This is an optimization exercise on Yosys and OpenROAD, whose aim is small area, not a production implementation. RTL that was checked went through simulation tests only; none was proved equivalent to the original. Power figures rest on the tool's default switching activity, not on a simulated workload.

Setup of run a:
## sdram
module sdram #(parameter FREQ = 50000000) (
  input  logic clk,
  input  logic reset,
  input  logic        read,
  input  logic        write,
  input  logic [1:0]  wr_strb,
  input  logic [25:0] addr,   
  output logic        cmd_ready,
  input  logic [15:0] data_write,
  output logic [15:0] data_read,
  output logic        data_read_val,
  output logic        sdram_cs,         
  output logic [1:0]  sdram_bank,       
  output logic [12:0] sdram_addr,       
  output logic        sdram_ras,        
  output logic        sdram_cas,        
  output logic        sdram_we,         
  input  logic [15:0] sdram_data_in,    
  output logic [15:0] sdram_data_out,   
  output logic        sdram_drive_data  
);
  localparam [12:0] MODE = 13'h0223;
  localparam [4:0]
    S_IDLE = 5'd0,
    S_PW = 5'd1,
    S_AW = 5'd2,
    S_RB = 5'd3,
    S_PRE = 5'd4,
    S_ACT = 5'd5,
    S_RD = 5'd6,
    S_WR = 5'd7,
    S_P0 = 5'd8,
    S_P1 = 5'd9,
    S_F0 = 5'd10,
    S_F1 = 5'd11,
    S_IPR = 5'd12,
    S_IA = 5'd13,
    S_IR = 5'd14,
    S_W3 = 5'd15,
    S_IP = 5'd16,
    S_POD = 5'd17,
    S_IP0 = 5'd24,
    S_IP1 = 5'd25,
    S_IW1 = 5'd18,
    S_IM0 = 5'd20,
    S_IM1 = 5'd22,
    S_IW2 = 5'd19,
    S_IAR1 = 5'd26,
    S_IW3 = 5'd21,
    S_IAR2 = 5'd27;
  localparam [8:0] T_END = 9'h005, T_POD = 9'h04b;
  logic [4:0]  st;
  localparam [4:0] C_END = 5'd1, C_VAL = 5'd21, C_2 = 5'd8, C_6 = 5'd26, C_25 = 5'd11;
  logic [4:0]  cnt;
  wire  [4:0]  cstep = {cnt[3:0], cnt[4] ^ cnt[2]};
  logic [8:0]  timer;
  logic        pending;
  logic        busy, rd_b;
  logic [2:0]  cb_b;      
  logic [9:0]  col_b;
  logic [15:0] data_b;
  logic [1:0]  strb_b;    
  logic [7:0]  open_rows;
  logic [12:0] rows [7:0];
  wire tz   = (timer == T_END);
  wire poc  = ~((st == S_IP) | (st == S_POD) | (st == S_IP0) | (st == S_IP1) |
                (st == S_IW1) | (st == S_IM0) | (st == S_IM1) | (st == S_IW2) |
                (st == S_IAR1) | (st == S_IW3) | (st == S_IAR2));
  wire done = (st == S_WR) | ((st == S_RB) & (cnt == C_END));
  wire take = cmd_ready & (read | write);
  assign cmd_ready = (~busy | done) & poc;
  assign data_read = sdram_data_in;
  assign data_read_val = (st == S_RB) & (cnt == C_VAL);
  ...
Size: roughly 530 cells after synthesis, ~170 flip-flops, ~7200 um^2 of cells after synthesis.
clock: 20.0 ns
lec_check: 0
cap_margin: 10
core_margin: 2
core_utilization: 40
slew_margin: 10
synth_hierarchical: 1
synth_minimum_keep_size: 0
standard.sh (not shown) runs the stock make flow with config.mk's settings and CLKGATE_MAP_FILE= SYNTH_SCRIPT=/design/flow/synth_recipe.tcl, a recipe that flattens the netlist after the stock synthesis.
==> flow/flow/run.sh <==
#!/bin/bash
# Standard ORFS layout (the standard.sh) with these changes:
#  - port buffers use the smallest buffer cell instead of the one
#    buffer_ports picks by default;
#  - before placement's repair_design, every combinational cell is swapped
#    for the smallest cell of its family (flow/downsize.tcl); repair_design
#    then fixes any slew or load violation this causes;
#  - CTS without dummy loads, built from clkbuf_4 and clkbuf_8;
#  - the buffers synthesis inserted are removed at floorplan.
# Each tool's output goes to standard.log here (ORFS keeps per-step logs
# under orfs/logs).
set -o pipefail
here=$(pwd)
export BUFFER_PORTS_ARGS="-buffer_cell sky130_fd_sc_hd__buf_1"
export PRE_RESIZE_TCL="$here/flow/downsize.tcl"
export CTS_ARGS='-sink_clustering_enable -repair_clock_nets -buf_list {sky130_fd_sc_hd__clkbuf_4 sky130_fd_sc_hd__clkbuf_8} -sink_clustering_size 16 -dont_use_dummy_load'
export REMOVE_ABC_BUFFERS=1
bash standard.sh finish > standard.log 2>&1
==> flow/flow/downsize.tcl <==
# Swap each combinational cell for the smallest cell of its family (same
# function, lower drive); repair_design afterwards fixes slew and load.
set db [ord::get_db]
proc ds_dont_use {name} {
  foreach p $::env(DONT_USE_CELLS) { if {[string match $p $name]} { return 1 } }
  return 0
}
array set ds_best {}
foreach lib [$db getLibs] {
  foreach m [$lib getMasters] {
    set n [$m getName]
    if {![regexp {^(sky130_fd_sc_hd__[a-z0-9]+)_([0-9]+)$} $n -> base drv]} continue
    if {[ds_dont_use $n]} continue
    set a [expr {[$m getWidth] * [$m getHeight]}]
    if {![info exists ds_best($base)] || $a < [lindex $ds_best($base) 1]} {
      set ds_best($base) [list $n $a]
    }
  }
}
set ds_count 0
foreach inst [[ord::get_db_block] getInsts] {
  set m [$inst getMaster]
  set n [$m getName]
  if {![regexp {^(sky130_fd_sc_hd__[a-z0-9]+)_([0-9]+)$} $n -> base drv]} continue
  if {[regexp {^sky130_fd_sc_hd__(df|edf|sdf|dl|tap|conb|fill|decap|diode|clk)} $n]} continue
  if {![info exists ds_best($base)]} continue
  lassign $ds_best($base) bn ba
  if {$bn ne $n && $ba < [$m getWidth] * [$m getHeight]} {
    replace_cell [$inst getName] $bn
    incr ds_count
  }
}
puts "downsize: replaced $ds_count cells"
For run b, these inputs were changed with respect to run a:
--- a/flow/design.v
+++ b/flow/design.v
@@ -186,18 +186,20 @@
       col_b  <= addr[9:0];
       data_b <= data_write;
       strb_b <= read ? 2'b00 : wr_strb;
     end
   end
   always_ff @(posedge clk) begin
-    if (reset || st == S_P0)
+    if (reset)
       open_rows <= '0;
     else
       for (int i = 0; i < 8; i++)
         if (st == S_ACT && sel[i])
           open_rows[i] <= 1'b1;
+        else if ((st == S_P0 && i < 4) || (st == S_P1 && i >= 4))
+          open_rows[i] <= 1'b0;
     for (int i = 0; i < 8; i++)
       if (take && sel[i])
         rows[i] <= addr[22:10];
   end
   wire s_act = (st == S_ACT);
   wire s_rw  = (st == S_RD) | (st == S_WR);
### Flow results
[run b vs run a] simple-gate share of the synthesized area: higher in run b. [compare] base=run a new=run b: combinational share of power now larger; number of fillers in the final layout shows an increase of about 2.4%; peak per-stage delay on the critical path increased by 50 ps relative to the old numbers. When run b is measured against run a, its clock share of power turns out 1.7 points lower. Run b ended with more internal power component than run a. Compared with run a, run b shows a higher overall routed net length. Compare run b and run a | area overhead of the layout relative to synthesis higher: run a.
The RTL of run b was laid out without a check of its function.

-- afterwards: timing with drivers on the ports --
Ports are ideal in the flow. The routed layouts listed here were re-timed in OpenROAD.
Step 1, drivers: a clkbuf_16 drives clk and a buf_2 each remaining input, both assumed.
Step 2 adds t to the input delays and takes it off the output delays; t is the mean of the earliest and latest rising clock arrival at the registers after step 1. Input paths then give back, and output paths get back, about the clock's delay inside the block.
Three values: ideal, step 1, step 2; two values: the first two.
| run | shift t [ns] | setup slack, ns | worst setup path after step 2 | worst slew at a driven data input, ns |
|---|---|---|---|---|
| run a | 0.474 | 9.509 / 9.485 / 9.485 | input to output | 0.09 |
| run b | 0.479 | 9.384 / 9.360 / 9.360 | input to output | 0.09 |
After both steps every run listed still meets setup and hold.
